This is an optimization exercise on Yosys and OpenROAD, whose aim is small area, not a production implementation. Function was not checked in any run shown here: the RTL went through the layout flow alone. Power figures rest on the tool's default switching activity, not on a simulated workload.

==> design.v <==
module CRC32_D8(
	input	wire							sys_clk,
	input	wire	[7:0]					data,
	input	wire							crc_start,
	input	wire							crc_en,
	output	reg		[31:0]					crc_q,
	output	wire	[31:0]					crc_nx
);
	wire	[7:0]							d = { data[0], data[1], data[2], data[3], data[4], data[5], data[6], data[7] };
	wire	[31:0]							c = crc_start ? 32'hffff_ffff : crc_q;
assign crc_nx[0] = d[6] ^ d[0] ^ c[24] ^ c[30];
assign crc_nx[1] = d[7] ^ d[6] ^ d[1] ^ d[0] ^ c[24] ^ c[25] ^ c[30] ^ c[31];
assign crc_nx[2] = d[7] ^ d[6] ^ d[2] ^ d[1] ^ d[0] ^ c[24] ^ c[25] ^ c[26] ^ c[30] ^ c[31];
assign crc_nx[3] = d[7] ^ d[3] ^ d[2] ^ d[1] ^ c[25] ^ c[26] ^ c[27] ^ c[31];
assign crc_nx[4] = d[6] ^ d[4] ^ d[3] ^ d[2] ^ d[0] ^ c[24] ^ c[26] ^ c[27] ^ c[28] ^ c[30];
assign crc_nx[5] = d[7] ^ d[6] ^ d[5] ^ d[4] ^ d[3] ^ d[1] ^ d[0] ^ c[24] ^ c[25] ^ c[27] ^ c[28] ^ c[29] ^ c[30] ^ c[31];
assign crc_nx[6] = d[7] ^ d[6] ^ d[5] ^ d[4] ^ d[2] ^ d[1] ^ c[25] ^ c[26] ^ c[28] ^ c[29] ^ c[30] ^ c[31];
assign crc_nx[7] = d[7] ^ d[5] ^ d[3] ^ d[2] ^ d[0] ^ c[24] ^ c[26] ^ c[27] ^ c[29] ^ c[31];
assign crc_nx[8] = d[4] ^ d[3] ^ d[1] ^ d[0] ^ c[0] ^ c[24] ^ c[25] ^ c[27] ^ c[28];
assign crc_nx[9] = d[5] ^ d[4] ^ d[2] ^ d[1] ^ c[1] ^ c[25] ^ c[26] ^ c[28] ^ c[29];
assign crc_nx[10] = d[5] ^ d[3] ^ d[2] ^ d[0] ^ c[2] ^ c[24] ^ c[26] ^ c[27] ^ c[29];
assign crc_nx[11] = d[4] ^ d[3] ^ d[1] ^ d[0] ^ c[3] ^ c[24] ^ c[25] ^ c[27] ^ c[28];
assign crc_nx[12] = d[6] ^ d[5] ^ d[4] ^ d[2] ^ d[1] ^ d[0] ^ c[4] ^ c[24] ^ c[25] ^ c[26] ^ c[28] ^ c[29] ^ c[30];
assign crc_nx[13] = d[7] ^ d[6] ^ d[5] ^ d[3] ^ d[2] ^ d[1] ^ c[5] ^ c[25] ^ c[26] ^ c[27] ^ c[29] ^ c[30] ^ c[31];
assign crc_nx[14] = d[7] ^ d[6] ^ d[4] ^ d[3] ^ d[2] ^ c[6] ^ c[26] ^ c[27] ^ c[28] ^ c[30] ^ c[31];
assign crc_nx[15] = d[7] ^ d[5] ^ d[4] ^ d[3] ^ c[7] ^ c[27] ^ c[28] ^ c[29] ^ c[31];
assign crc_nx[16] = d[5] ^ d[4] ^ d[0] ^ c[8] ^ c[24] ^ c[28] ^ c[29];
assign crc_nx[17] = d[6] ^ d[5] ^ d[1] ^ c[9] ^ c[25] ^ c[29] ^ c[30];
assign crc_nx[18] = d[7] ^ d[6] ^ d[2] ^ c[10] ^ c[26] ^ c[30] ^ c[31];
assign crc_nx[19] = d[7] ^ d[3] ^ c[11] ^ c[27] ^ c[31];
assign crc_nx[20] = d[4] ^ c[12] ^ c[28];
assign crc_nx[21] = d[5] ^ c[13] ^ c[29];
assign crc_nx[22] = d[0] ^ c[14] ^ c[24];
assign crc_nx[23] = d[6] ^ d[1] ^ d[0] ^ c[15] ^ c[24] ^ c[25] ^ c[30];
assign crc_nx[24] = d[7] ^ d[2] ^ d[1] ^ c[16] ^ c[25] ^ c[26] ^ c[31];
assign crc_nx[25] = d[3] ^ d[2] ^ c[17] ^ c[26] ^ c[27];
assign crc_nx[26] = d[6] ^ d[4] ^ d[3] ^ d[0] ^ c[18] ^ c[24] ^ c[27] ^ c[28] ^ c[30];
assign crc_nx[27] = d[7] ^ d[5] ^ d[4] ^ d[1] ^ c[19] ^ c[25] ^ c[28] ^ c[29] ^ c[31];
assign crc_nx[28] = d[6] ^ d[5] ^ d[2] ^ c[20] ^ c[26] ^ c[29] ^ c[30];
assign crc_nx[29] = d[7] ^ d[6] ^ d[3] ^ c[21] ^ c[27] ^ c[30] ^ c[31];
assign crc_nx[30] = d[7] ^ d[4] ^ c[22] ^ c[28] ^ c[31];
assign crc_nx[31] = d[5] ^ c[23] ^ c[29];
always @ ( posedge sys_clk ) begin
	if ( crc_en ) begin
		crc_q <= crc_nx;
	end
end
endmodule
module CRC32_D2(
	input	wire							sys_clk,
	input	wire	[1:0]					dibit,
	input	wire							base_ff,
	input	wire							crc_en,
	output	reg		[31:0]					crc_q,
	output	wire	[31:0]					crc_nx
);
	function [31:0] step1;
		input [31:0] c;
		input b;
	begin
		step1 = { c[30:0], 1'b0 } ^ ( ( c[31] ^ b ) ? 32'h04C1_1DB7 : 32'h0 );
	end
	endfunction
	wire	[31:0]							c = base_ff ? 32'hffff_ffff : crc_q;
assign		crc_nx	=	step1( step1( c, dibit[0] ), dibit[1] );
always @ ( posedge sys_clk ) begin
	if ( crc_en ) begin
		crc_q <= crc_nx;
	end
end
endmodule
module	rmii2gmii (
	input	wire						sys_rst_n,
	input	wire						rmii_clk,
	input	wire						rmii_rxdv,
	input	wire	[1:0]				rmii_rxdata,
	output	reg							rmii_txen,
	output	wire	[1:0]				rmii_txdata,
	output	wire						rmii_rst,
	output	reg							gmii_rxdv,
	output	reg		[7:0]				gmii_rxdata,
	input	wire						gmii_txen,
	input	wire	[7:0]				gmii_txdata,
	output	wire						gmii_txbusy,
	output	wire	[1:0]				tx_phase
);
	reg									rmii_true_rxdv;
	reg		[1:0]						rmii_true_rxdata;
	reg		[1:0]						rx_data_cnt;
	reg		[1:0]						tx_data_cnt;
	reg		[7:0]						tx_data_r;
	wire								force0	= rmii_rxdv && !rmii_true_rxdv;
	wire								tx_go	= gmii_txen && !gmii_txbusy;
assign		rmii_rst		= 1'b1;
assign		gmii_txbusy		= |tx_data_cnt;
assign		tx_phase		= tx_data_cnt;
always @ ( posedge rmii_clk or negedge sys_rst_n ) begin
	if ( !sys_rst_n ) begin
		rmii_true_rxdv <= 1'b0;
	end else if ( !rmii_rxdv ) begin
		rmii_true_rxdv <= 1'b0;
	end else if ( rmii_rxdata != 2'b0 ) begin
		rmii_true_rxdv <= 1'b1;
	end
end
always @ ( posedge rmii_clk ) begin
	rmii_true_rxdata <= rmii_rxdata;
end
always @ ( posedge rmii_clk or negedge sys_rst_n ) begin
	if ( !sys_rst_n ) begin
		rx_data_cnt <= 2'd0;
	end else if ( rmii_true_rxdv ) begin
		rx_data_cnt <= rx_data_cnt + 2'd1;
	end
end
always @ ( posedge rmii_clk or negedge sys_rst_n ) begin
	if ( !sys_rst_n ) begin
		gmii_rxdv <= 1'b0;
	end else begin
		gmii_rxdv <= force0 || ( rx_data_cnt == 2'd3 );
	end
end
always @ ( posedge rmii_clk or negedge sys_rst_n ) begin
	if ( !sys_rst_n ) begin
		gmii_rxdata <= 8'h0;
	end else if ( force0 ) begin
		gmii_rxdata <= 8'h0;
	end else begin
		case ( rx_data_cnt )
			2'd0: gmii_rxdata[1:0] <= rmii_true_rxdata;
			2'd1: gmii_rxdata[3:2] <= rmii_true_rxdata;
			2'd2: gmii_rxdata[5:4] <= rmii_true_rxdata;
			2'd3: gmii_rxdata[7:6] <= rmii_true_rxdata;
		endcase
	end
end
always @ ( posedge rmii_clk or negedge sys_rst_n ) begin
	if ( !sys_rst_n ) begin
		tx_data_cnt <= 2'd0;
	end else if ( tx_go ) begin
		tx_data_cnt <= 2'd1;
	end else if ( gmii_txbusy ) begin
		tx_data_cnt <= tx_data_cnt + 2'd1;
	end
end
always @ ( posedge rmii_clk or negedge sys_rst_n ) begin
	if ( !sys_rst_n ) begin
		rmii_txen <= 1'b0;
	end else if ( !gmii_txbusy ) begin
		rmii_txen <= gmii_txen;
	end
end
always @ ( posedge rmii_clk or negedge sys_rst_n ) begin
	if ( !sys_rst_n ) begin
		tx_data_r <= 8'h0;
	end else if ( tx_go ) begin
		tx_data_r <= gmii_txdata;
	end
end
assign	rmii_txdata	=	( tx_data_cnt == 2'd1 ) ? tx_data_r[1:0] :
						( tx_data_cnt == 2'd2 ) ? tx_data_r[3:2] :
						( tx_data_cnt == 2'd3 ) ? tx_data_r[5:4] : tx_data_r[7:6];
endmodule
module eth_arp_gmii (
	input	wire							sys_clk,
	input	wire							sys_rst_n,
	input	wire							gmii_rxdv,
	input	wire	[7:0]					gmii_rxdata,
	input	wire							gmii_txbusy,
	input	wire	[1:0]					tx_phase,
	output	reg		[7:0]					gmii_txdata,
	output	reg								arp_working
);
	parameter		BOARD_MAC_ADDR			= 48'h00_11_22_33_44_55;
	parameter		BOARD_IP_ADDR			= 32'hA9_FE_01_17;
	localparam		IDLE		= 4'd0,
					SFD			= 4'd1,
					MAC_DES		= 4'd2,
					MAC_SRC		= 4'd3,
					TYPE		= 4'd4,
					ARP_TYPE	= 4'd5,
					ARP_OPCODE	= 4'd6,
					ARP_SRC_MAC	= 4'd7,
					ARP_SRC_IP	= 4'd8,
					ARP_DES_MAC	= 4'd9,
					ARP_DES_IP	= 4'd10,
					ARP_FILL	= 4'd11,
					CRC			= 4'd12;
	localparam	[47:0]	ARP_HEAD	= 48'h0001_0800_0604;
	reg		[3:0]							rx_state;
	reg		[3:0]							rx_next;
	reg		[4:0]							rx_cnt;
	reg										m1;						 
	reg										arp_req;				 
	reg										crc_last;				 
	reg										arp_req_true;
	reg										arp_resp;
	reg		[47:0]							mac_src;
	reg		[31:0]							ip_src;
	wire									rxdv = gmii_rxdv;
	wire	[7:0]							rxd = gmii_rxdata;
	wire									rx_cnt_first = ( rx_cnt == 5'd0 );
	reg		[7:0]							mac_byte;
	reg		[7:0]							head_byte;
	reg		[7:0]							ip_byte;
always @ ( * ) begin
	case ( rx_cnt[2:0] )
		3'd0: begin mac_byte = BOARD_MAC_ADDR[47:40]; head_byte = ARP_HEAD[47:40]; end
		3'd1: begin mac_byte = BOARD_MAC_ADDR[39:32]; head_byte = ARP_HEAD[39:32]; end
		3'd2: begin mac_byte = BOARD_MAC_ADDR[31:24]; head_byte = ARP_HEAD[31:24]; end
		3'd3: begin mac_byte = BOARD_MAC_ADDR[23:16]; head_byte = ARP_HEAD[23:16]; end
		3'd4: begin mac_byte = BOARD_MAC_ADDR[15:8];  head_byte = ARP_HEAD[15:8];  end
		default: begin mac_byte = BOARD_MAC_ADDR[7:0]; head_byte = ARP_HEAD[7:0];  end
	endcase
	case ( rx_cnt[1:0] )
		2'd0: ip_byte = BOARD_IP_ADDR[31:24];
		2'd1: ip_byte = BOARD_IP_ADDR[23:16];
		2'd2: ip_byte = BOARD_IP_ADDR[15:8];
		default: ip_byte = BOARD_IP_ADDR[7:0];
	endcase
end
always @ ( * ) begin
	rx_next = rx_state;
	case ( rx_state )
		IDLE:			if ( rx_cnt == 5'd6 && rxdv && rxd == 8'h55 ) rx_next = SFD;
		SFD:			if ( rxdv ) rx_next = ( rxd == 8'hD5 ) ? MAC_DES : IDLE;
		MAC_DES:		if ( rx_cnt == 5'd6 ) rx_next = ( m1 || arp_req ) ? MAC_SRC : IDLE;
		MAC_SRC:		if ( rx_cnt == 5'd5 && rxdv ) rx_next = TYPE;
		TYPE:			if ( rx_cnt[0] && rxdv ) rx_next = ( m1 && rxd == 8'h06 ) ? ARP_TYPE : IDLE;
		ARP_TYPE:		if ( rx_cnt == 5'd6 ) rx_next = m1 ? ARP_OPCODE : IDLE;
		ARP_OPCODE:		if ( rx_cnt[0] && rxdv ) rx_next = ( m1 && rxd == 8'h01 ) ? ARP_SRC_MAC : IDLE;
		ARP_SRC_MAC:	if ( rx_cnt == 5'd5 && rxdv ) rx_next = ARP_SRC_IP;
		ARP_SRC_IP:		if ( rx_cnt == 5'd3 && rxdv ) rx_next = ARP_DES_MAC;
		ARP_DES_MAC:	if ( rx_cnt == 5'd5 && rxdv ) rx_next = ARP_DES_IP;
		ARP_DES_IP:		if ( rx_cnt == 5'd3 && rxdv ) rx_next = ARP_FILL;
		ARP_FILL:		if ( rx_cnt == 5'd17 && rxdv ) rx_next = CRC;
		CRC:			if ( rx_cnt == 5'd3 && rxdv ) rx_next = IDLE;
		default:		rx_next = IDLE;
	endcase
end
always @ ( posedge sys_clk or negedge sys_rst_n ) begin
	if ( !sys_rst_n ) begin
		rx_state <= IDLE;
	end else begin
		rx_state <= rx_next;
	end
end
always @ ( posedge sys_clk or negedge sys_rst_n ) begin
	if ( !sys_rst_n ) begin
		rx_cnt <= 5'd0;
	end else if ( rx_next != rx_state ) begin
		rx_cnt <= 5'd0;
	end else if ( rx_state == IDLE && rxdv && rxd != 8'h55 ) begin
		rx_cnt <= 5'd0;
	end else if ( rxdv ) begin
		rx_cnt <= rx_cnt + 5'd1;
	end
end
always @ ( posedge sys_clk ) begin
	if ( rxdv ) begin
		case ( rx_state )
			MAC_DES: begin
				m1 <= ( rx_cnt_first || m1 ) && rxd == 8'hFF;
				arp_req <= ( rx_cnt_first || arp_req ) && rxd == mac_byte;
			end
			TYPE:		m1 <= rxd == 8'h08;
			ARP_TYPE:	m1 <= ( rx_cnt_first || m1 ) && rxd == head_byte;
			ARP_OPCODE:	m1 <= rxd == 8'h00;
			ARP_DES_IP:	arp_req <= ( rx_cnt_first || arp_req ) && rxd == ip_byte;
			default: ;
		endcase
	end
end
always @ ( posedge sys_clk ) begin
	if ( rx_state == MAC_SRC && rxdv ) begin
		mac_src <= { mac_src[39:0], rxd };
	end
	if ( rx_state == ARP_SRC_IP && rxdv ) begin
		ip_src <= { ip_src[23:0], rxd };
	end
end
	wire	[31:0]							rx_crc_q;
	wire	[31:0]							rx_crc_nx;
CRC32_D8									u1_rx_CRC32_D8 (
	.sys_clk								( sys_clk		),
	.data									( rxd			),
	.crc_start								( rx_state == MAC_DES && rx_cnt_first && rxdv ),
	.crc_en									( rx_state != IDLE && rx_state != SFD && rxdv ),
	.crc_q									( rx_crc_q		),
	.crc_nx									( rx_crc_nx		)
);
always @ ( posedge sys_clk or negedge sys_rst_n ) begin
	if ( !sys_rst_n ) begin
		crc_last <= 1'b0;
		arp_req_true <= 1'b0;
		arp_resp <= 1'b0;
	end else begin
		crc_last <= rx_state == CRC && rx_cnt == 5'd3 && rxdv && arp_req;
		arp_req_true <= crc_last && rx_crc_q == 32'hC704_DD7B;
		arp_resp <= arp_req_true;
	end
end
	reg		[3:0]							tx_state;
	reg		[3:0]							tx_next;
	reg		[4:0]							tx_cnt;
	reg		[47:0]							tx_des_mac;
	reg		[31:0]							tx_des_ip;
	wire									tx_go = arp_working && !gmii_txbusy;
always @ ( * ) begin
	tx_next = tx_state;
	case ( tx_state )
		IDLE:			if ( arp_resp ) tx_next = SFD;
		SFD:			if ( tx_cnt == 5'd7 && tx_go ) tx_next = MAC_DES;
		MAC_DES:		if ( tx_cnt == 5'd5 && tx_go ) tx_next = MAC_SRC;
		MAC_SRC:		if ( tx_cnt == 5'd5 && tx_go ) tx_next = TYPE;
		TYPE:			if ( tx_cnt[0] && tx_go ) tx_next = ARP_TYPE;
		ARP_TYPE:		if ( tx_cnt == 5'd5 && tx_go ) tx_next = ARP_OPCODE;
		ARP_OPCODE:		if ( tx_cnt[0] && tx_go ) tx_next = ARP_SRC_MAC;
		ARP_SRC_MAC:	if ( tx_cnt == 5'd5 && tx_go ) tx_next = ARP_SRC_IP;
		ARP_SRC_IP:		if ( tx_cnt == 5'd3 && tx_go ) tx_next = ARP_DES_MAC;
		ARP_DES_MAC:	if ( tx_cnt == 5'd5 && tx_go ) tx_next = ARP_DES_IP;
		ARP_DES_IP:		if ( tx_cnt == 5'd3 && tx_go ) tx_next = ARP_FILL;
		ARP_FILL:		if ( tx_cnt == 5'd17 && tx_go ) tx_next = CRC;
		CRC:			if ( tx_cnt == 5'd3 && tx_go ) tx_next = IDLE;
		default:		tx_next = IDLE;
	endcase
end
always @ ( posedge sys_clk or negedge sys_rst_n ) begin
	if ( !sys_rst_n ) begin
		tx_state <= IDLE;
		arp_working <= 1'b0;
	end else begin
		tx_state <= tx_next;
		arp_working <= tx_state != IDLE;
	end
end
always @ ( posedge sys_clk ) begin
	if ( tx_next != tx_state ) begin
		tx_cnt <= 5'd0;
	end else if ( tx_go ) begin
		tx_cnt <= tx_cnt + 5'd1;
	end
end
always @ ( posedge sys_clk ) begin
	if ( arp_resp ) begin
		tx_des_mac <= mac_src;
		tx_des_ip <= ip_src;
	end
end
	wire	[31:0]							tx_crc_q;
	wire	[31:0]							tx_crc_nx;
	wire									tx_crc_pend = tx_state != IDLE && tx_state != SFD && tx_state != CRC;
CRC32_D2									u2_tx_CRC32_D2 (
	.sys_clk								( sys_clk		),
	.dibit									( tx_phase == 2'd1 ? gmii_txdata[1:0] : tx_phase == 2'd2 ? gmii_txdata[3:2] :
											  tx_phase == 2'd3 ? gmii_txdata[5:4] : gmii_txdata[7:6] ),
	.base_ff								( tx_state == MAC_DES && tx_cnt == 5'd0 && tx_phase == 2'd1 ),
	.crc_en									( tx_crc_pend && ( tx_phase != 2'd0 || tx_go ) ),
	.crc_q									( tx_crc_q		),
	.crc_nx									( tx_crc_nx		)
);
	reg		[7:0]							tx_byte;
always @ ( * ) begin
	tx_byte = 8'h00;
	case ( tx_state )
		SFD:			tx_byte = tx_cnt[0] ? tx_des_mac[47:40] : 8'hD5;
		MAC_DES: begin
			case ( tx_cnt[2:0] )
				3'd0: tx_byte = tx_des_mac[39:32];
				3'd1: tx_byte = tx_des_mac[31:24];
				3'd2: tx_byte = tx_des_mac[23:16];
				3'd3: tx_byte = tx_des_mac[15:8];
				3'd4: tx_byte = tx_des_mac[7:0];
				default: tx_byte = BOARD_MAC_ADDR[47:40];
			endcase
		end
		MAC_SRC, ARP_SRC_MAC: begin
			case ( tx_cnt[2:0] )
				3'd0: tx_byte = BOARD_MAC_ADDR[39:32];
				3'd1: tx_byte = BOARD_MAC_ADDR[31:24];
				3'd2: tx_byte = BOARD_MAC_ADDR[23:16];
				3'd3: tx_byte = BOARD_MAC_ADDR[15:8];
				3'd4: tx_byte = BOARD_MAC_ADDR[7:0];
				default: tx_byte = ( tx_state == MAC_SRC ) ? 8'h08 : BOARD_IP_ADDR[31:24];
			endcase
		end
		TYPE:			tx_byte = tx_cnt[0] ? 8'h00 : 8'h06;
		ARP_TYPE: begin
			case ( tx_cnt[2:0] )
				3'd0: tx_byte = 8'h01;
				3'd1: tx_byte = 8'h08;
				3'd2: tx_byte = 8'h00;
				3'd3: tx_byte = 8'h06;
				3'd4: tx_byte = 8'h04;
				default: tx_byte = 8'h00;
			endcase
		end
		ARP_OPCODE:		tx_byte = tx_cnt[0] ? BOARD_MAC_ADDR[47:40] : 8'h02;
		ARP_SRC_IP: begin
			case ( tx_cnt[1:0] )
				2'd0: tx_byte = BOARD_IP_ADDR[23:16];
				2'd1: tx_byte = BOARD_IP_ADDR[15:8];
				2'd2: tx_byte = BOARD_IP_ADDR[7:0];
				default: tx_byte = tx_des_mac[47:40];
			endcase
		end
		ARP_DES_MAC: begin
			case ( tx_cnt[2:0] )
				3'd0: tx_byte = tx_des_mac[39:32];
				3'd1: tx_byte = tx_des_mac[31:24];
				3'd2: tx_byte = tx_des_mac[23:16];
				3'd3: tx_byte = tx_des_mac[15:8];
				3'd4: tx_byte = tx_des_mac[7:0];
				default: tx_byte = tx_des_ip[31:24];
			endcase
		end
		ARP_DES_IP: begin
			case ( tx_cnt[1:0] )
				2'd0: tx_byte = tx_des_ip[23:16];
				2'd1: tx_byte = tx_des_ip[15:8];
				2'd2: tx_byte = tx_des_ip[7:0];
				default: tx_byte = 8'h00;
			endcase
		end
		ARP_FILL:		tx_byte = ~{ tx_crc_nx[24], tx_crc_nx[25], tx_crc_nx[26], tx_crc_nx[27], tx_crc_nx[28], tx_crc_nx[29], tx_crc_nx[30], tx_crc_nx[31] };
		CRC: begin
			case ( tx_cnt[1:0] )
				2'd0: tx_byte = ~{ tx_crc_q[16], tx_crc_q[17], tx_crc_q[18], tx_crc_q[19], tx_crc_q[20], tx_crc_q[21], tx_crc_q[22], tx_crc_q[23] };
				2'd1: tx_byte = ~{ tx_crc_q[8], tx_crc_q[9], tx_crc_q[10], tx_crc_q[11], tx_crc_q[12], tx_crc_q[13], tx_crc_q[14], tx_crc_q[15] };
				2'd2: tx_byte = ~{ tx_crc_q[0], tx_crc_q[1], tx_crc_q[2], tx_crc_q[3], tx_crc_q[4], tx_crc_q[5], tx_crc_q[6], tx_crc_q[7] };
				default: tx_byte = 8'h00;
			endcase
		end
		default: ;
	endcase
end
	wire									tx_load = tx_go && ( tx_state == SFD ? tx_cnt[2:1] == 2'b11 :
														 tx_state == ARP_FILL ? tx_cnt == 5'd17 : 1'b1 );
always @ ( posedge sys_clk or negedge sys_rst_n ) begin
	if ( !sys_rst_n ) begin
		gmii_txdata <= 8'h0;
	end else if ( tx_state == IDLE ) begin
		gmii_txdata <= arp_resp ? 8'h55 : 8'h00;
	end else if ( tx_load ) begin
		gmii_txdata <= tx_byte;
	end
end
endmodule
module udp_gmii_rx (
	input	wire							sys_clk,
	input	wire							sys_rst_n,
	input	wire							gmii_rxdv,
	input	wire	[7:0]					gmii_rxdata,
	output	reg								udp_rxstart,
	output	reg								udp_rxend,
	output	reg								udp_rxdv,
	output	reg		[7:0]					udp_rxdata,
	output	reg		[15:0]					udp_rxamount,
	output	reg		[15:0]					udp_rxnum,
	output	reg		[47:0]					pc_mac_addr,
	output	reg		[31:0]					pc_ip_addr,
	output	reg		[15:0]					pc_port
);
	parameter		BOARD_MAC_ADDR			= 48'h00_11_22_33_44_55;
	parameter		BOARD_IP_ADDR			= 32'hA9_FE_01_17;
	localparam		IDLE		= 5'd0,
					SFD			= 5'd1,
					MAC_ADDR	= 5'd2,
					TYPE		= 5'd3,
					IP_TYPE		= 5'd4,
					IP_LEN		= 5'd5,
					IP_ID		= 5'd6,
					IP_SPLIT	= 5'd7,
					IP_TTL		= 5'd8,
					IP_PROTOCOL	= 5'd9,
					IP_CHECK	= 5'd10,
					IP_ADDR		= 5'd11,
					IP_FILL		= 5'd12,
					UDP_PORT	= 5'd13,
					UDP_LEN		= 5'd14,
					UDP_CHECK	= 5'd15,
					DATA		= 5'd16,
					CRC			= 5'd17;
	reg		[4:0]							state;
	reg		[4:0]							next;
	reg		[3:0]							cnt;				 
	reg		[5:0]							cnt_network;
	reg		[15:0]							cnt_data;
	reg										m;					 
	reg		[47:0]							src_mac;
	reg		[31:0]							src_ip;
	reg		[15:0]							port_len;			 
	reg		[3:0]							ihl;
	reg		[15:0]							ip_len;
	reg										mf;
	reg										udp_continue;
	wire									rxdv = gmii_rxdv;
	wire	[7:0]							rxd = gmii_rxdata;
	wire	[5:0]							ip_header_len = { ihl, 2'b00 };
	wire	[15:0]							data_len = ip_len - ip_header_len;
	wire	[15:0]							data_last = data_len - 16'd1;
	wire									num_ok = ( udp_rxamount >= 16'hFFF8 ) || ( udp_rxnum < udp_rxamount );
	reg		[7:0]							mac_byte;
	reg		[7:0]							ip_byte;
always @ ( * ) begin
	case ( cnt[2:0] )
		3'd0: mac_byte = BOARD_MAC_ADDR[47:40];
		3'd1: mac_byte = BOARD_MAC_ADDR[39:32];
		3'd2: mac_byte = BOARD_MAC_ADDR[31:24];
		3'd3: mac_byte = BOARD_MAC_ADDR[23:16];
		3'd4: mac_byte = BOARD_MAC_ADDR[15:8];
		default: mac_byte = BOARD_MAC_ADDR[7:0];
	endcase
	case ( cnt[1:0] )
		2'd0: ip_byte = BOARD_IP_ADDR[31:24];
		2'd1: ip_byte = BOARD_IP_ADDR[23:16];
		2'd2: ip_byte = BOARD_IP_ADDR[15:8];
		default: ip_byte = BOARD_IP_ADDR[7:0];
	endcase
end
always @ ( * ) begin
	next = state;
	case ( state )
		IDLE:			if ( cnt == 4'd6 && rxdv && rxd == 8'h55 ) next = SFD;
		SFD:			if ( rxdv ) next = ( rxd == 8'hD5 ) ? MAC_ADDR : IDLE;
		MAC_ADDR:		if ( cnt == 4'd11 && rxdv ) next = m ? TYPE : IDLE;
		TYPE:			if ( cnt[0] && rxdv ) next = ( m && rxd == 8'h00 ) ? IP_TYPE : IDLE;
		IP_TYPE:		if ( cnt[0] && rxdv ) next = m ? IP_LEN : IDLE;
		IP_LEN:			if ( cnt[0] && rxdv ) next = IP_ID;
		IP_ID:			if ( cnt[0] && rxdv ) next = IP_SPLIT;
		IP_SPLIT:		if ( cnt[0] && rxdv ) next = IP_TTL;
		IP_TTL:			if ( rxdv ) next = IP_PROTOCOL;
		IP_PROTOCOL:	if ( rxdv ) next = ( rxd == 8'd17 ) ? IP_CHECK : IDLE;
		IP_CHECK:		if ( cnt[0] && rxdv ) next = IP_ADDR;
		IP_ADDR:		if ( cnt == 4'd7 && rxdv ) next = !udp_continue ? UDP_PORT : ( cnt_network < ip_header_len - 1 ) ? IP_FILL : DATA;
		IP_FILL:		next = ( cnt_network >= ip_header_len - 1 && rxdv ) ? ( udp_continue ? DATA : UDP_PORT ) : IP_ADDR;
		UDP_PORT:		if ( !m ) next = IDLE; else if ( cnt[1:0] == 2'd3 && rxdv ) next = UDP_LEN;
		UDP_LEN:		if ( cnt[0] && rxdv ) next = UDP_CHECK;
		UDP_CHECK:		if ( cnt[0] && rxdv ) next = DATA;
		DATA:			if ( cnt_data >= data_last && rxdv && cnt_network >= 6'd45 ) next = CRC;
		CRC:			if ( cnt[1:0] == 2'd3 && rxdv ) next = IDLE;
		default:		next = IDLE;
	endcase
end
always @ ( posedge sys_clk or negedge sys_rst_n ) begin
	if ( !sys_rst_n ) begin
		state <= IDLE;
	end else begin
		state <= next;
	end
end
always @ ( posedge sys_clk or negedge sys_rst_n ) begin
	if ( !sys_rst_n ) begin
		cnt <= 4'd0;
	end else if ( next != state ) begin
		cnt <= 4'd0;
	end else if ( state == IDLE && rxdv && rxd != 8'h55 ) begin
		cnt <= 4'd0;
	end else if ( rxdv ) begin
		cnt <= cnt + 4'd1;
	end
end
always @ ( posedge sys_clk ) begin
	if ( state == IDLE || state == SFD || state == MAC_ADDR || state == TYPE || state == CRC ) begin
		cnt_network <= 6'd0;
	end else if ( cnt_network == 6'd63 ) begin
		cnt_network <= 6'd63;
	end else if ( rxdv ) begin
		cnt_network <= cnt_network + 6'd1;
	end
end
always @ ( posedge sys_clk ) begin
	if ( state == DATA || state == UDP_PORT || state == UDP_LEN || state == UDP_CHECK ) begin
		if ( rxdv ) begin
			cnt_data <= cnt_data + 16'd1;
		end
	end else begin
		cnt_data <= 16'd0;
	end
end
always @ ( posedge sys_clk ) begin
	if ( rxdv ) begin
		case ( state )
			MAC_ADDR:	if ( cnt < 4'd6 ) m <= ( cnt == 4'd0 || m ) && rxd == mac_byte;
			TYPE:		m <= rxd == 8'h08;
			IP_TYPE:	m <= rxd[7:4] == 4'h4;
			IP_ADDR:	if ( cnt[2] ) m <= ( cnt[1:0] == 2'd0 || m ) && rxd == ip_byte;
			default: ;
		endcase
	end
end
always @ ( posedge sys_clk ) begin
	if ( rxdv ) begin
		if ( state == MAC_ADDR && cnt >= 4'd6 ) begin
			src_mac <= { src_mac[39:0], rxd };
		end
		if ( state == IP_ADDR && !cnt[2] ) begin
			src_ip <= { src_ip[23:0], rxd };
		end
		if ( ( state == UDP_PORT && !cnt[1] ) || state == UDP_LEN ) begin
			port_len <= { port_len[7:0], rxd };
		end
		if ( state == IP_TYPE && !cnt[0] ) begin
			ihl <= rxd[3:0];
		end
		if ( state == IP_LEN ) begin
			ip_len <= { ip_len[7:0], rxd };
		end
		if ( state == IP_SPLIT && !cnt[0] ) begin
			mf <= rxd[5];
		end
	end
end
	wire									pc_refresh = state == UDP_LEN && !cnt[0] && rxdv;
always @ ( posedge sys_clk or negedge sys_rst_n ) begin
	if ( !sys_rst_n ) begin
		pc_mac_addr <= 48'h0;
		pc_ip_addr <= 32'h0;
		pc_port <= 16'h0;
	end else if ( pc_refresh ) begin
		pc_mac_addr <= src_mac;
		pc_ip_addr <= src_ip;
		pc_port <= port_len;
	end
end
always @ ( posedge sys_clk or negedge sys_rst_n ) begin
	if ( !sys_rst_n ) begin
		udp_rxdata <= 8'h0;
		udp_rxstart <= 1'b0;
		udp_rxend <= 1'b0;
		udp_rxdv <= 1'b0;
		udp_rxamount <= 16'd0;
		udp_rxnum <= 16'd0;
		udp_continue <= 1'b0;
	end else begin
		if ( state == DATA ) begin
			udp_rxdata <= rxd;
		end
		udp_rxstart <= !udp_continue && state == DATA && cnt_data == 16'd8 && rxdv;
		udp_rxend <= !mf && state == DATA && cnt_data == data_last && rxdv;
		udp_rxdv <= state == DATA && rxdv && num_ok;
		if ( state == UDP_CHECK ) begin
			udp_rxamount <= port_len - 16'd8;
		end
		if ( udp_rxstart ) begin
			udp_rxnum <= 16'd1;
		end else if ( state == CRC && !num_ok ) begin
			udp_rxnum <= 16'd0;
		end else if ( state == DATA && rxdv && num_ok ) begin
			udp_rxnum <= udp_rxnum + 16'd1;
		end
		if ( state == CRC ) begin
			udp_continue <= mf;
		end
	end
end
endmodule
module udp_gmii_tx(
	input	wire							sys_clk,
	input	wire							sys_rst_n,
	input	wire							gmii_txbusy,
	input	wire	[1:0]					tx_phase,
	output	wire							gmii_txen,
	output	reg		[7:0]					gmii_txdata,
	input	wire							udp_txstart,
	input	wire	[15:0]					udp_txamount,
	input	wire	[7:0]					udp_txdata,
	output	wire							udp_txreq,
	output	reg								udp_txbusy,
	input	wire	[47:0]					pc_mac_addr,
	input	wire	[31:0]					pc_ip_addr,
	input	wire	[15:0]					pc_port
);
	parameter		BOARD_MAC_ADDR			= 48'h00_11_22_33_44_55;
	parameter		BOARD_IP_ADDR			= 32'hA9_FE_01_17;
	localparam		IDLE		= 5'd0,
					HEAD		= 5'd1,
					MAC_ADDR	= 5'd2,
					TYPE		= 5'd3,
					IP_TYPE		= 5'd4,
					IP_LEN		= 5'd5,
					IP_ID		= 5'd6,
					IP_SPLIT	= 5'd7,
					IP_TTL		= 5'd8,
					IP_PROTOCOL	= 5'd9,
					IP_CHECK	= 5'd10,
					IP_ADDR		= 5'd11,
					UDP_PORT	= 5'd12,
					UDP_LEN		= 5'd13,
					UDP_CHECK	= 5'd14,
					DATA		= 5'd15,
					CRC			= 5'd16,
					WAIT		= 5'd17;
	reg		[4:0]							state;
	reg		[4:0]							next;
	reg		[10:0]							cnt;				 
	reg		[15:0]							ip_id;
	reg		[15:0]							ip_checksum;
	reg		[15:0]							udp_rest;
	reg										udp_continue;
	reg										mf;
	reg		[12:0]							offset;
	wire									go = gmii_txen && !gmii_txbusy;
	wire									start = udp_txstart && !udp_txbusy;
	wire									rest_big = udp_rest > 16'd1480;
	wire	[15:0]							data_len = ( udp_rest >= 16'd26 && udp_rest <= 16'd1480 ) ? udp_rest :
													( udp_rest < 16'd26 ) ? 16'd26 : 16'd1480;
	wire	[15:0]							ip_data_len = rest_big ? 16'd1500 : udp_rest + 16'd20;
	wire									data_end = cnt >= data_len - 1;
	wire									udp_hdr = state == UDP_PORT || state == UDP_LEN || state == UDP_CHECK;
assign		gmii_txen		=	state != IDLE && state != WAIT;
assign		udp_txreq		=	( ( state == IP_ADDR && cnt[2:0] == 3'd7 && udp_continue ) || ( state == UDP_CHECK && cnt[0] ) ||
								  ( state == DATA && cnt < udp_rest - 1 && cnt < 'd1479 ) ) && go;
always @ ( * ) begin
	next = state;
	case ( state )
		IDLE:			if ( start || udp_continue ) next = HEAD;
		HEAD:			if ( cnt[2:0] == 3'd7 && go ) next = MAC_ADDR;
		MAC_ADDR:		if ( cnt[3:0] == 4'd11 && go ) next = TYPE;
		TYPE:			if ( cnt[0] && go ) next = IP_TYPE;
		IP_TYPE:		if ( cnt[0] && go ) next = IP_LEN;
		IP_LEN:			if ( cnt[0] && go ) next = IP_ID;
		IP_ID:			if ( cnt[0] && go ) next = IP_SPLIT;
		IP_SPLIT:		if ( cnt[0] && go ) next = IP_TTL;
		IP_TTL:			if ( go ) next = IP_PROTOCOL;
		IP_PROTOCOL:	if ( go ) next = IP_CHECK;
		IP_CHECK:		if ( cnt[0] && go ) next = IP_ADDR;
		IP_ADDR:		if ( cnt[2:0] == 3'd7 && go ) next = udp_continue ? DATA : UDP_PORT;
		UDP_PORT:		if ( cnt[1:0] == 2'd3 && go ) next = UDP_LEN;
		UDP_LEN:		if ( cnt[0] && go ) next = UDP_CHECK;
		UDP_CHECK:		if ( cnt[0] && go ) next = DATA;
		DATA:			if ( data_end && go ) next = CRC;
		CRC:			if ( cnt[1:0] == 2'd3 && go ) next = WAIT;
		WAIT:			if ( cnt[4:0] == 5'd31 ) next = IDLE;
		default:		next = IDLE;
	endcase
end
always @ ( posedge sys_clk or negedge sys_rst_n ) begin
	if ( !sys_rst_n ) begin
		state <= IDLE;
	end else begin
		state <= next;
	end
end
always @ ( posedge sys_clk ) begin
	if ( next != state && !( udp_hdr && ( next == UDP_LEN || next == UDP_CHECK || next == DATA ) ) ) begin
		cnt <= 11'd0;
	end else if ( go || state == WAIT ) begin
		cnt <= cnt + 11'd1;
	end
end
always @ ( posedge sys_clk or negedge sys_rst_n ) begin
	if ( !sys_rst_n ) begin
		udp_txbusy <= 1'b0;
		ip_id <= 16'd0;
		udp_continue <= 1'b0;
	end else begin
		if ( udp_txstart ) begin
			udp_txbusy <= 1'b1;
		end else if ( state == IDLE && !udp_continue ) begin
			udp_txbusy <= 1'b0;
		end
		if ( start ) begin
			ip_id <= ip_id + 16'd1;
		end
		if ( state == DATA ) begin
			udp_continue <= rest_big;
		end
	end
end
	wire	[19:0]							sum = 20'h1_3026 + ip_data_len + ip_id + pc_ip_addr[31:16] + pc_ip_addr[15:0];
	wire	[16:0]							sum1 = sum[19:16] + sum[15:0];
always @ ( posedge sys_clk ) begin
	if ( start ) begin
		udp_rest <= udp_txamount + 16'd8;
	end else if ( state == CRC && cnt[1:0] == 2'd0 && go && rest_big ) begin
		udp_rest <= udp_rest - 16'd1480;
	end
	if ( state == TYPE && cnt[0] && go ) begin
		mf <= rest_big;
		offset <= udp_continue ? offset + 13'd185 : 13'd0;
	end
	if ( state == IP_SPLIT && cnt[0] && go ) begin
		ip_checksum <= sum1[15:0] + sum1[16];
	end
end
	wire	[31:0]							crc_q;
	wire	[31:0]							crc_nx;
	wire									crc_pend = state != IDLE && state != HEAD && state != CRC && state != WAIT;
CRC32_D2									u1_CRC32_D2 (
	.sys_clk								( sys_clk		),
	.dibit									( tx_phase == 2'd1 ? gmii_txdata[1:0] : tx_phase == 2'd2 ? gmii_txdata[3:2] :
											  tx_phase == 2'd3 ? gmii_txdata[5:4] : gmii_txdata[7:6] ),
	.base_ff								( state == MAC_ADDR && cnt[3:0] == 4'd0 && tx_phase == 2'd1 ),
	.crc_en									( crc_pend && ( tx_phase != 2'd0 || go ) ),
	.crc_q									( crc_q			),
	.crc_nx									( crc_nx		)
);
	reg		[7:0]							tx_byte;
always @ ( * ) begin
	tx_byte = 8'h00;
	case ( state )
		HEAD:			tx_byte = cnt[0] ? pc_mac_addr[47:40] : 8'hD5;
		MAC_ADDR: begin
			case ( cnt[3:0] )
				4'd0: tx_byte = pc_mac_addr[39:32];
				4'd1: tx_byte = pc_mac_addr[31:24];
				4'd2: tx_byte = pc_mac_addr[23:16];
				4'd3: tx_byte = pc_mac_addr[15:8];
				4'd4: tx_byte = pc_mac_addr[7:0];
				4'd5: tx_byte = BOARD_MAC_ADDR[47:40];
				4'd6: tx_byte = BOARD_MAC_ADDR[39:32];
				4'd7: tx_byte = BOARD_MAC_ADDR[31:24];
				4'd8: tx_byte = BOARD_MAC_ADDR[23:16];
				4'd9: tx_byte = BOARD_MAC_ADDR[15:8];
				4'd10: tx_byte = BOARD_MAC_ADDR[7:0];
				default: tx_byte = 8'h08;
			endcase
		end
		TYPE:			tx_byte = cnt[0] ? 8'h45 : 8'h00;
		IP_TYPE:		tx_byte = cnt[0] ? ip_data_len[15:8] : 8'h00;
		IP_LEN:			tx_byte = cnt[0] ? ip_id[15:8] : ip_data_len[7:0];
		IP_ID:			tx_byte = cnt[0] ? { 2'b00, mf, offset[12:8] } : ip_id[7:0];
		IP_SPLIT:		tx_byte = cnt[0] ? 8'h40 : offset[7:0];
		IP_TTL:			tx_byte = 8'd17;
		IP_PROTOCOL:	tx_byte = ~ip_checksum[15:8];
		IP_CHECK:		tx_byte = cnt[0] ? BOARD_IP_ADDR[31:24] : ~ip_checksum[7:0];
		IP_ADDR: begin
			case ( cnt[2:0] )
				3'd0: tx_byte = BOARD_IP_ADDR[23:16];
				3'd1: tx_byte = BOARD_IP_ADDR[15:8];
				3'd2: tx_byte = BOARD_IP_ADDR[7:0];
				3'd3: tx_byte = pc_ip_addr[31:24];
				3'd4: tx_byte = pc_ip_addr[23:16];
				3'd5: tx_byte = pc_ip_addr[15:8];
				3'd6: tx_byte = pc_ip_addr[7:0];
				default: tx_byte = udp_continue ? udp_txdata : pc_port[15:8];
			endcase
		end
		UDP_PORT: begin
			case ( cnt[1:0] )
				2'd0: tx_byte = pc_port[7:0];
				2'd1: tx_byte = pc_port[15:8];
				2'd2: tx_byte = pc_port[7:0];
				default: tx_byte = udp_rest[15:8];
			endcase
		end
		UDP_LEN:		tx_byte = cnt[0] ? 8'h00 : udp_rest[7:0];
		UDP_CHECK:		tx_byte = cnt[0] ? udp_txdata : 8'h00;
		DATA:			tx_byte = data_end ? ~{ crc_nx[24], crc_nx[25], crc_nx[26], crc_nx[27], crc_nx[28], crc_nx[29], crc_nx[30], crc_nx[31] } : udp_txdata;
		CRC: begin
			case ( cnt[1:0] )
				2'd0: tx_byte = ~{ crc_q[16], crc_q[17], crc_q[18], crc_q[19], crc_q[20], crc_q[21], crc_q[22], crc_q[23] };
				2'd1: tx_byte = ~{ crc_q[8], crc_q[9], crc_q[10], crc_q[11], crc_q[12], crc_q[13], crc_q[14], crc_q[15] };
				2'd2: tx_byte = ~{ crc_q[0], crc_q[1], crc_q[2], crc_q[3], crc_q[4], crc_q[5], crc_q[6], crc_q[7] };
				default: tx_byte = 8'h00;
			endcase
		end
		default: ;
	endcase
end
	wire									tx_load = go && ( state != HEAD || cnt[2:1] == 2'b11 );
always @ ( posedge sys_clk or negedge sys_rst_n ) begin
	if ( !sys_rst_n ) begin
		gmii_txdata <= 8'h0;
	end else if ( state == IDLE ) begin
		gmii_txdata <= ( udp_txstart || udp_continue ) ? 8'h55 : 8'h00;
	end else if ( state == WAIT ) begin
		gmii_txdata <= 8'h00;
	end else if ( tx_load ) begin
		gmii_txdata <= tx_byte;
	end
end
endmodule
module eth_rmii(
	input	wire						sys_rst_n,
	input	wire						rmii_clk,
	input	wire						rmii_rxdv,
	input	wire	[1:0]				rmii_rxdata,
	output	wire						rmii_txen,
	output	wire	[1:0]				rmii_txdata,
	output	wire						rmii_rst,
	output	wire						udp_rxstart,
	output	wire						udp_rxend,
	output	wire						udp_rxdv,
	output	wire	[7:0]				udp_rxdata,
	output	wire	[15:0]				udp_rxamount,
	output	wire	[15:0]				udp_rxnum,
	input	wire						udp_txstart,
	input	wire	[15:0]				udp_txamount,
	input	wire	[7:0]				udp_txdata,
	output	wire						udp_txreq,
	output	wire						udp_txbusy
);
	wire								gmii_rxdv;
	wire	[7:0]						gmii_rxdata;
	wire								gmii_txen;
	wire	[7:0]						gmii_txdata;
	wire								gmii_txbusy;
	wire	[1:0]						tx_phase;
	wire	[7:0]						arp_gmii_txdata;
	wire								arp_working;
	wire								udp_gmii_txen;
	wire	[7:0]						udp_gmii_txdata;
	wire	[47:0]						pc_mac_addr;
	wire	[31:0]						pc_ip_addr;
	wire	[15:0]						pc_port;
rmii2gmii								u1_rmii2gmii (
	.sys_rst_n							( sys_rst_n			),
	.rmii_clk							( rmii_clk			),
	.rmii_rxdv							( rmii_rxdv			),
	.rmii_rxdata						( rmii_rxdata		),
	.rmii_txen							( rmii_txen			),
	.rmii_txdata						( rmii_txdata		),
	.rmii_rst							( rmii_rst			),
	.gmii_rxdv							( gmii_rxdv			),
	.gmii_rxdata						( gmii_rxdata		),
	.gmii_txen							( gmii_txen			),
	.gmii_txdata						( gmii_txdata		),
	.gmii_txbusy						( gmii_txbusy		),
	.tx_phase							( tx_phase			)
);
eth_arp_gmii							u2_eth_arp_gmii (
	.sys_clk							( rmii_clk			),
	.sys_rst_n							( sys_rst_n			),
	.gmii_rxdv							( gmii_rxdv			),
	.gmii_rxdata						( gmii_rxdata		),
	.gmii_txbusy						( gmii_txbusy		),
	.tx_phase							( tx_phase			),
	.gmii_txdata						( arp_gmii_txdata	),
	.arp_working						( arp_working		)
);
udp_gmii_rx								u3_udp_gmii_rx (
	.sys_clk							( rmii_clk			),
	.sys_rst_n							( sys_rst_n			),
	.gmii_rxdv							( gmii_rxdv			),
	.gmii_rxdata						( gmii_rxdata		),
	.udp_rxstart						( udp_rxstart		),
	.udp_rxend							( udp_rxend			),
	.udp_rxdv							( udp_rxdv			),
	.udp_rxdata							( udp_rxdata		),
	.udp_rxamount						( udp_rxamount		),
	.udp_rxnum							( udp_rxnum			),
	.pc_mac_addr						( pc_mac_addr		),
	.pc_ip_addr							( pc_ip_addr		),
	.pc_port							( pc_port			)
);
udp_gmii_tx								u4_udp_gmii_tx (
	.sys_clk							( rmii_clk			),
	.sys_rst_n							( sys_rst_n			),
	.gmii_txbusy						( gmii_txbusy		),
	.tx_phase							( tx_phase			),
	.gmii_txen							( udp_gmii_txen		),
	.gmii_txdata						( udp_gmii_txdata	),
	.udp_txstart						( udp_txstart		),
	.udp_txamount						( udp_txamount		),
	.udp_txdata							( udp_txdata		),
	.udp_txreq							( udp_txreq			),
	.udp_txbusy							( udp_txbusy		),
	.pc_mac_addr						( pc_mac_addr		),
	.pc_ip_addr							( pc_ip_addr		),
	.pc_port							( pc_port			)
);
assign		gmii_txdata		=	arp_working ? arp_gmii_txdata :
								udp_txbusy ? udp_gmii_txdata : 8'h0;
assign		gmii_txen		=	arp_working || ( udp_txbusy && udp_gmii_txen );
endmodule
==> run.sh <==
#!/bin/bash
# synth_recipe.tcl (not shown) runs the flow's synth.tcl, then flattens the netlist and writes it again
# the make line also repeats each setting of config.mk as NAME=value (left out here)
make -C /OpenROAD-flow-scripts/flow DESIGN_CONFIG=/design/flow/config.mk WORK_HOME=/design/flow/orfs CLKGATE_MAP_FILE= SYNTH_SCRIPT=/design/flow/synth_recipe.tcl finish
==> config.mk <==
export PLATFORM = sky130hd
export DESIGN_NAME = eth_rmii
export DESIGN_NICKNAME = eth_rmii
export VERILOG_FILES = /design/flow/design.v
export SDC_FILE = /design/flow/constraint.sdc
export NUM_CORES = 4
export LEC_CHECK = 0
export CAP_MARGIN = 20
export CORE_MARGIN = 2
export CORE_UTILIZATION = 40
export SLEW_MARGIN = 20
==> constraint.sdc <==
create_clock -name core_clock -period 10.0 [get_ports {rmii_clk}]
set_input_delay 2.0000 -clock core_clock [delete_from_list [all_inputs] [get_ports {rmii_clk}]]
set_output_delay 2.0000 -clock core_clock [all_outputs]
set_load 0.01 [all_outputs]
==> results of run 1 <==
what timing repair did:
item,4_1_cts,5_1_grt
resized for setup,0,5
buffers inserted,0,0
setup endpoints to repair,0,10
power breakdown:
part | total (mW) | switching (mW) | internal, mW
clock | 3.03 | 1.24 | 1.79
combinational | 0.918 | 0.546 | 0.372
sequential | 3.15 | 0.0310 | 3.12
final cells by class:
type | count | area (um^2)
sequential | 690 | 19200
timing repair buffer | 130 | 1190
clock buffer | 106 | 2250
multi-input combinational | 2521 | 17400
fill | 8854 | 50700
clock inverter | 37 | 498
tap | 1254 | 1570
inverter | 201 | 754
synthesized netlist by cell type (92+ instances only):
| cell type | n |
|---|---|
| a21oi_1 | 180 |
| o21ai_0 | 170 |
| edfxtp_1 | 422 |
| nor3_1 | 92 |
| xor2_1 | 102 |
| mux2_2 | 96 |
| clkbuf_1 | 134 |
| ha_1 | 144 |
| nor2_1 | 300 |
| xnor2_1 | 238 |
| dfrtp_1 | 228 |
| inv_1 | 197 |
| nand2_1 | 291 |
critical path: cells and delay by family (launching register included):
| kind | cells | cell delay [ns] |
|---|---|---|
| xor+xnor | 3 | 0.48 |
| flops | 1 | 0.56 |
| compound gates | 11 | 2.25 |
| fa+ha+maj | 8 | 2.37 |
| simple gates | 16 | 3.02 |
| buf+inv | 4 | 0.39 |
final timing paths:
check                      depth (start not counted)  slack, ns                                    from                                        to
min in group asynchronous                          1       1.36                               sys_rst_n   u3_udp_gmii_rx.udp_rxnum[6]$_DFFE_PN0P_
hold reg to reg                                    0       0.34  u2_eth_arp_gmii.arp_req_true$_DFF_PN0_        u2_eth_arp_gmii.arp_resp$_DFF_PN0_
hold / removal                                     0       0.34  u2_eth_arp_gmii.arp_req_true$_DFF_PN0_        u2_eth_arp_gmii.arp_resp$_DFF_PN0_
setup reg to reg                                  42       0.66    u4_udp_gmii_tx.udp_rest[4]$_DFFE_PP_  u4_udp_gmii_tx.ip_checksum[14]$_DFFE_PP_
setup / recovery                                  42       0.66    u4_udp_gmii_tx.udp_rest[4]$_DFFE_PP_  u4_udp_gmii_tx.ip_checksum[14]$_DFFE_PP_
max in group asynchronous                          2       7.27                               sys_rst_n        u1_rmii2gmii.rmii_txen$_DFFE_PN0N_
registers in the layout, summed over array words and instances, names as in the netlist, 32 cells and up:
| name | cells |
|---|---|
| u4_udp_gmii_tx.u1_CRC32_D2.crc_q | 32 |
| u2_eth_arp_gmii.tx_des_mac | 48 |
| u3_udp_gmii_rx.pc_ip_addr | 32 |
| u3_udp_gmii_rx.pc_mac_addr | 48 |
| u3_udp_gmii_rx.src_ip | 32 |
| u2_eth_arp_gmii.tx_des_ip | 32 |
| u2_eth_arp_gmii.u1_rx_CRC32_D8.crc_q | 32 |
| u2_eth_arp_gmii.mac_src | 48 |
| u3_udp_gmii_rx.src_mac | 48 |
| u2_eth_arp_gmii.ip_src | 32 |
| u2_eth_arp_gmii.u2_tx_CRC32_D2.crc_q | 32 |
cells by family after synthesis:
logic type / count (synthesis) / synth area share
DFF: 690 / 0.505
adders and majority gates: 177 / 0.0649
AOI/OAI and AO/OA: 746 / 0.129
xor gates and xnor gates: 347 / 0.0822
and+or+nand+nor: 1116 / 0.143
other: 2 / 0.000198
muxes: 127 / 0.0367
buffers and inverters: 377 / 0.0382
routing by layer:
metal	GRT usage	up-vias	wire [um]
met5	0	-	0
met1	0.299	13800	47300
met2	0.341	904	48400
met4	0.0681	0	3470
met3	0.0289	187	6370
li1	-	13000	-
stage by stage:
step	power (mW)	instance area (um^2)
after global placement	4.12	40100
after detailed placement	4.13	40100
after global routing	7.35	42900
after CTS	7.17	42800
final	7.10	42900
after floorplan	3.85	38000
==> reports/qor.yml, run 1 <==
viasPerCell: 5.66
track_usage: 0.213
yosys_register_bits: 690
placed_cells: 4796
peakVddDrop_uv: 179
ys_seq_area_frac: 0.505
final_cells: 4939
critical_path.startpoint_type: "register"
critPathKind: "register to register"
synth_top_area_cell: "edfxtp_1"
hpwlAfterDp_um: 73800
worst_path_largest_cell_delay_ns: 0.56
htree_num_levels: 3
fin_tns_setup_ns: 0
slew_headroom: 0.291
hold_buffers: 0
fmax_mhz: 107
min_period_ns: 9.34
clockBufferDepth: 3
clock-sinks: 690
hold_class: "register to register"
fp-row-count: 112
p_leak_nw: 16.4
ys_async_sr_fraction: 0.330
ios: 79
nets: 3829
cts_tree: "yes"
critPathCaptureType: "register"
utilization: 0.458
place.gp.congestion: 0.942
grt_pass1_vias: 26900
port-buffer-count: 77
tightest_slew_ns: 1.06
cp_slowest_cell: "edfxtp_1"
synth-edff-count: 422
postRouteAntennaNets: 0
synth_flop_cell: "edfxtp_1"
die_x_um: 312
clk_latency_ns: 0.64
syn_area_per_cell_um2: 10.6
antenna_found_initial: 0
drv_cap: 0
grt_max_degree: 141
vias: 27900
p_per_area_nw_per_um2: 166
first_pass_iters: 6
grt_overflow_total: 0
routed_wirelength_um: 106000
final_common_cell: "edfxtp_1"
drv_slew: 0
finalSetupViolCount: 0
fp.coreArea_um2: 93600
ys_types: 101
synthCells: 3582
final_hold_viol_count: 0
drive_gt1_frac: 0.0934
cts_made_buffers: 78
yosys.area.top_type_share: 0.334
drtIter0Drc: 2672
initial_core_util: 0.405
fin_hold_ws_ns: 0.340
clock_skew_ns: 0.0371
grt_pass1_wl_um: 163000
synth.cell_area_um2: 37900
period_share: 0.934
path_clk_slew_ns: 0.06
yosys_warnings: 6
worst-path-max-fanout: 11
cts-root-buf: "clkbuf_16"
areaGrowthSynthToFinish_pct: 13.0
cp.required_ns: 10.38
ys_top_cells_by_area: "edfxtp_1, dfrtp_1, xnor2_1"
post-place-ws_ns: 0.284
drc: 0
path_common_cell: "ha_1"
finalWorstSetupSlack_ns: 0.661
mostFrequentLayoutCells: "edfxtp_1, nor2_1, nand2_1"
critPathArrivalTime_ns: 9.72
outcome: "timing/DRC/antenna clean"
die-area_um2: 97400
die_h_um: 312
antennaDiodeCount: 0
wl_per_cell_um: 21.4
==> inputs of run 2 (changes only) <==
--- a/design.v
+++ b/design.v
@@ -121,8 +121,6 @@
 	end
 end
-always @ ( posedge rmii_clk or negedge sys_rst_n ) begin
-	if ( !sys_rst_n ) begin
-		gmii_rxdata <= 8'h0;
-	end else if ( force0 ) begin
+always @ ( posedge rmii_clk ) begin
+	if ( force0 ) begin
 		gmii_rxdata <= 8'h0;
 	end else begin
@@ -437,8 +435,6 @@
 	wire									tx_load = tx_go && ( tx_state == SFD ? tx_cnt[2:1] == 2'b11 :
 														 tx_state == ARP_FILL ? tx_cnt == 5'd17 : 1'b1 );
-always @ ( posedge sys_clk or negedge sys_rst_n ) begin
-	if ( !sys_rst_n ) begin
-		gmii_txdata <= 8'h0;
-	end else if ( tx_state == IDLE ) begin
+always @ ( posedge sys_clk ) begin
+	if ( tx_state == IDLE ) begin
 		gmii_txdata <= arp_resp ? 8'h55 : 8'h00;
 	end else if ( tx_load ) begin
@@ -861,8 +857,6 @@
 end
 	wire									tx_load = go && ( state != HEAD || cnt[2:1] == 2'b11 );
-always @ ( posedge sys_clk or negedge sys_rst_n ) begin
-	if ( !sys_rst_n ) begin
-		gmii_txdata <= 8'h0;
-	end else if ( state == IDLE ) begin
+always @ ( posedge sys_clk ) begin
+	if ( state == IDLE ) begin
 		gmii_txdata <= ( udp_txstart || udp_continue ) ? 8'h55 : 8'h00;
 	end else if ( state == WAIT ) begin
--- a/config.mk
+++ b/config.mk
@@ -9,3 +9,6 @@
 export CORE_MARGIN = 2
 export CORE_UTILIZATION = 40
+export CTS_BUF_LIST = sky130_fd_sc_hd__clkbuf_16
+export CTS_CLUSTER_DIAMETER = 120
+export CTS_CLUSTER_SIZE = 30
 export SLEW_MARGIN = 20
==> reports/qor.yml, run 2 <==
outcome: "timing/DRC/antenna clean"  # unchanged
drive_gt1_frac: 0.0815  # was 0.0934
crit_family: "compound AO/OA/AOI/OAI gates"  # was simple AND/OR/NAND/NOR gates
p_per_area_nw_per_um2: 136  # was 166 nW/um^2
worst_path_largest_cell_delay_ns: 0.53  # was 0.56 ns
clock-sinks: 690  # unchanged
fp-row-count: 112  # unchanged
yosysMostFrequentCell: "edfxtp_1"  # unchanged
grt_max_degree: 93  # was 141
drtIter0Drc: 2404  # was 2,672
reg2reg_from: "u4_udp_gmii_tx.udp_rest[4]$_DFFE_PP_"  # unchanged
first_pass_iters: 6  # unchanged
critical_path.startpoint_type: "register"  # unchanged
areaGrowthSynthToFinish_pct: 8.07  # was 13.0%
wl_per_cell_um: 21.0  # was 21.4 um
hpwlAfterDp_um: 71300  # was 73,800 um
path_clk_slew_ns: 0.12  # was 0.06 ns
htree_num_levels: 1  # was 3
fp.coreArea_um2: 93200  # was 93,600 um^2
synth.cell_area_um2: 37600  # was 37,900 um^2
vias: 26400  # was 27,900
fin_hold_ws_ns: 0.376  # was 0.340 ns
r2r_cells: 43  # was 42
worst-path-max-fanout: 9  # was 11
worstPathBufferInverterCount: 5  # was 4
ios: 79  # unchanged
die_x_um: 311  # was 312 um
postRouteAntennaNets: 0  # unchanged
finalSetupViolCount: 0  # unchanged
r2r_end: "u4_udp_gmii_tx.ip_checksum[14]$_DFFE_PP_"  # unchanged
viasPerCell: 5.56  # was 5.66
yosys_register_bits: 690  # unchanged
drv_cap: 0  # unchanged
synth_top_area_cell: "edfxtp_1"  # unchanged
die-area_um2: 96500  # was 97,400 um^2
antenna_found_initial: 1  # was 0
initial_core_util: 0.404  # was 0.405
yosys.area.top_type_share: 0.350  # was 0.334
cts_tree: "yes"  # unchanged
cp.required_ns: 10.39  # was 10.38 ns
grt_pass1_vias: 25400  # was 26,900
yosys_warnings: 6  # unchanged
fmax_mhz: 109  # was 107 MHz
mostFrequentLayoutCells: "edfxtp_1, nor2_1, xnor2_1"  # was edfxtp_1, nor2_1, nand2_1
grt_pass1_wl_um: 155000  # was 163,000 um
die_h_um: 311  # was 312 um
final_hold_viol_count: 0  # unchanged
port-buffer-count: 77  # unchanged
ys_types: 97  # was 101
p_leak_nw: 15.2  # was 16.4 nW
holdPathStages: 0  # unchanged
ys_top_cells_by_count: "edfxtp_1, nor2_1, xnor2_1"  # was edfxtp_1, nor2_1, nand2_1
place.gp.congestion: 0.940  # was 0.942
min_period_ns: 9.21  # was 9.34 ns
final_common_cell: "edfxtp_1"  # unchanged
critPathCaptureType: "register"  # unchanged
post-place-ws_ns: 0.418  # was 0.284 ns
cts-root-buf: "clkbuf_16"  # unchanged
clockBufferDepth: 3  # unchanged
clock_skew_ns: 0.0227  # was 0.0371 ns
cts_made_buffers: 28  # was 78
tightest_slew_ns: 1.07  # was 1.06 ns
utilization: 0.436  # was 0.458
track_usage: 0.201  # was 0.213
grt_overflow_total: 0  # unchanged
fin_tns_setup_ns: 0  # unchanged
slew_headroom: 0.282  # was 0.291
hold_start: "u2_eth_arp_gmii.arp_req_true$_DFF_PN0_"  # unchanged
rrSetupSlack_ns: 0.79  # was 0.66 ns
hold_class: "register to register"  # unchanged
finalWorstSetupSlack_ns: 0.794  # was 0.661 ns
routed_wirelength_um: 99700  # was 106,000 um
synthCells: 3475  # was 3,582
nets: 3681  # was 3,829
ys_async_sr_fraction: 0.296  # was 0.330
hold_buffers: 0  # unchanged
cp_slowest_cell: "edfxtp_1"  # unchanged
clk_latency_ns: 0.65  # was 0.64 ns
ys_seq_area_frac: 0.511  # was 0.505
peakVddDrop_uv: 133  # was 179 uV
synth_flop_cell: "edfxtp_1"  # unchanged
synth-edff-count: 438  # was 422
grt_setup_unrepaired: "false"
critPathArrivalTime_ns: 9.59  # was 9.72 ns
hold_end: "u2_eth_arp_gmii.arp_resp$_DFF_PN0_"  # unchanged
drc: 0  # unchanged
critPathKind: "register to register"  # unchanged
drv_slew: 0  # unchanged
post_cts_buffers: 0  # unchanged
syn_area_per_cell_um2: 10.8  # was 10.6 um^2
ys_top_cells_by_area: "edfxtp_1, dfrtp_1, xnor2_1"  # unchanged
path_common_cell: "a21oi_1"  # was ha_1
period_share: 0.921  # was 0.934
==> run 2: cell type report <==
class	instances	area, um^2
inverter	179	672
timing repair buffer	129	1170
antenna	1	2.50
fill	8805	52500
sequential	690	19200
clock buffer	29	726
clock inverter	23	128
tap	1254	1570
multi-input combinational	2445	17200
==> run 2: cells by family after synthesis <==
family / count (synthesis) / share of synthesized area
AOI/OAI and AO/OA: 707 / 0.124
xor gates and xnor gates: 357 / 0.0854
adders and majority gates: 178 / 0.0658
buffers and inverters: 346 / 0.0355
DFF: 690 / 0.511
muxes: 147 / 0.0425
other: 2 / 0.000200
and+or+nand+nor: 1048 / 0.135
==> run 2: worst max path at each step <==
stage / end / from / depth (start not counted) / slack (ns)
after floorplan: u4_udp_gmii_tx.ip_checksum[15]$_DFFE_PP_ / u4_udp_gmii_tx.udp_rest[1]$_DFFE_PP_ / 42 / 1.21
after global placement: u4_udp_gmii_tx.ip_checksum[15]$_DFFE_PP_ / u4_udp_gmii_tx.udp_rest[4]$_DFFE_PP_ / 42 / 0.60
after detailed placement: u4_udp_gmii_tx.ip_checksum[15]$_DFFE_PP_ / u4_udp_gmii_tx.udp_rest[4]$_DFFE_PP_ / 42 / 0.42
after CTS: u4_udp_gmii_tx.ip_checksum[15]$_DFFE_PP_ / u4_udp_gmii_tx.udp_rest[4]$_DFFE_PP_ / 42 / 0.39
after global routing: u4_udp_gmii_tx.ip_checksum[14]$_DFFE_PP_ / u4_udp_gmii_tx.udp_rest[4]$_DFFE_PP_ / 43 / 0.02
final: u4_udp_gmii_tx.ip_checksum[14]$_DFFE_PP_ / u4_udp_gmii_tx.udp_rest[4]$_DFFE_PP_ / 43 / 0.79
==> run 2: routing by layer <==
layer	GRT usage	part of all wire	up-vias	wire, um
met5	0	0	-	0
met4	0.0467	0.022	0	2240
met3	0.0264	0.059	116	5840
met2	0.311	0.45	778	44700
met1	0.298	0.47	13000	46900
li1	-	-	12500	-
==> run 2: repair_timing <==
| item | in CTS | in global routing |
|---|---|---|
| endpoints found under the setup margin | 0 | 7 |
| resized for setup | 0 | 5 |
| endpoints found under the hold margin | 0 | 0 |
==> run 2: metrics by stage <==
stage               instance area (um^2)  instances  power [mW]
CTS                                40600       4749        5.59
detailed placement                 39800       4697        4.13
floorplan                          37600       3481        3.86
global route                       40600       4749        5.77
finish                             40600       4750        5.53
global placement                   39800       4697        4.12
==> run 2: worst reg2reg max path: cells and delay by family (launching register included) <==
family	cells	cell delay, ns
buf+inv	5	0.47
mux	1	0.36
compound gates	14	2.49
simple gates	13	2.43
xor+xnor	2	0.24
flops	1	0.53
fa+ha+maj	8	2.44
==> run 2: where the power goes <==
part / total, mW / switching [mW] / internal, mW
logic: 0.915 / 0.545 / 0.371
clock network: 1.46 / 0.914 / 0.546
registers: 3.16 / 0.0322 / 3.12

[what the ideal ports hide]
Ports are ideal in the flow. The routed layouts listed here were re-timed in OpenROAD.
Step 1: set_driving_cell puts a clkbuf_16 on rmii_clk and a buf_2 on each other input, an assumption about the parent block.
Step 2 also shifts input and output timing later by t, the mid clock arrival at the registers, as if the neighbouring blocks saw the same clock.
a / b / c = ideal ports / drivers / drivers and shift; a / b = the first two.
run	t, ns	setup WS [ns]	clock arrival spread, ns
run 1	0.700	0.661 / 0.661 / 0.661	0.044 / 0.043
run 2	0.695	0.794 / 0.794 / 0.794	0.033 / 0.034
After both steps setup and hold are still met in every run listed.
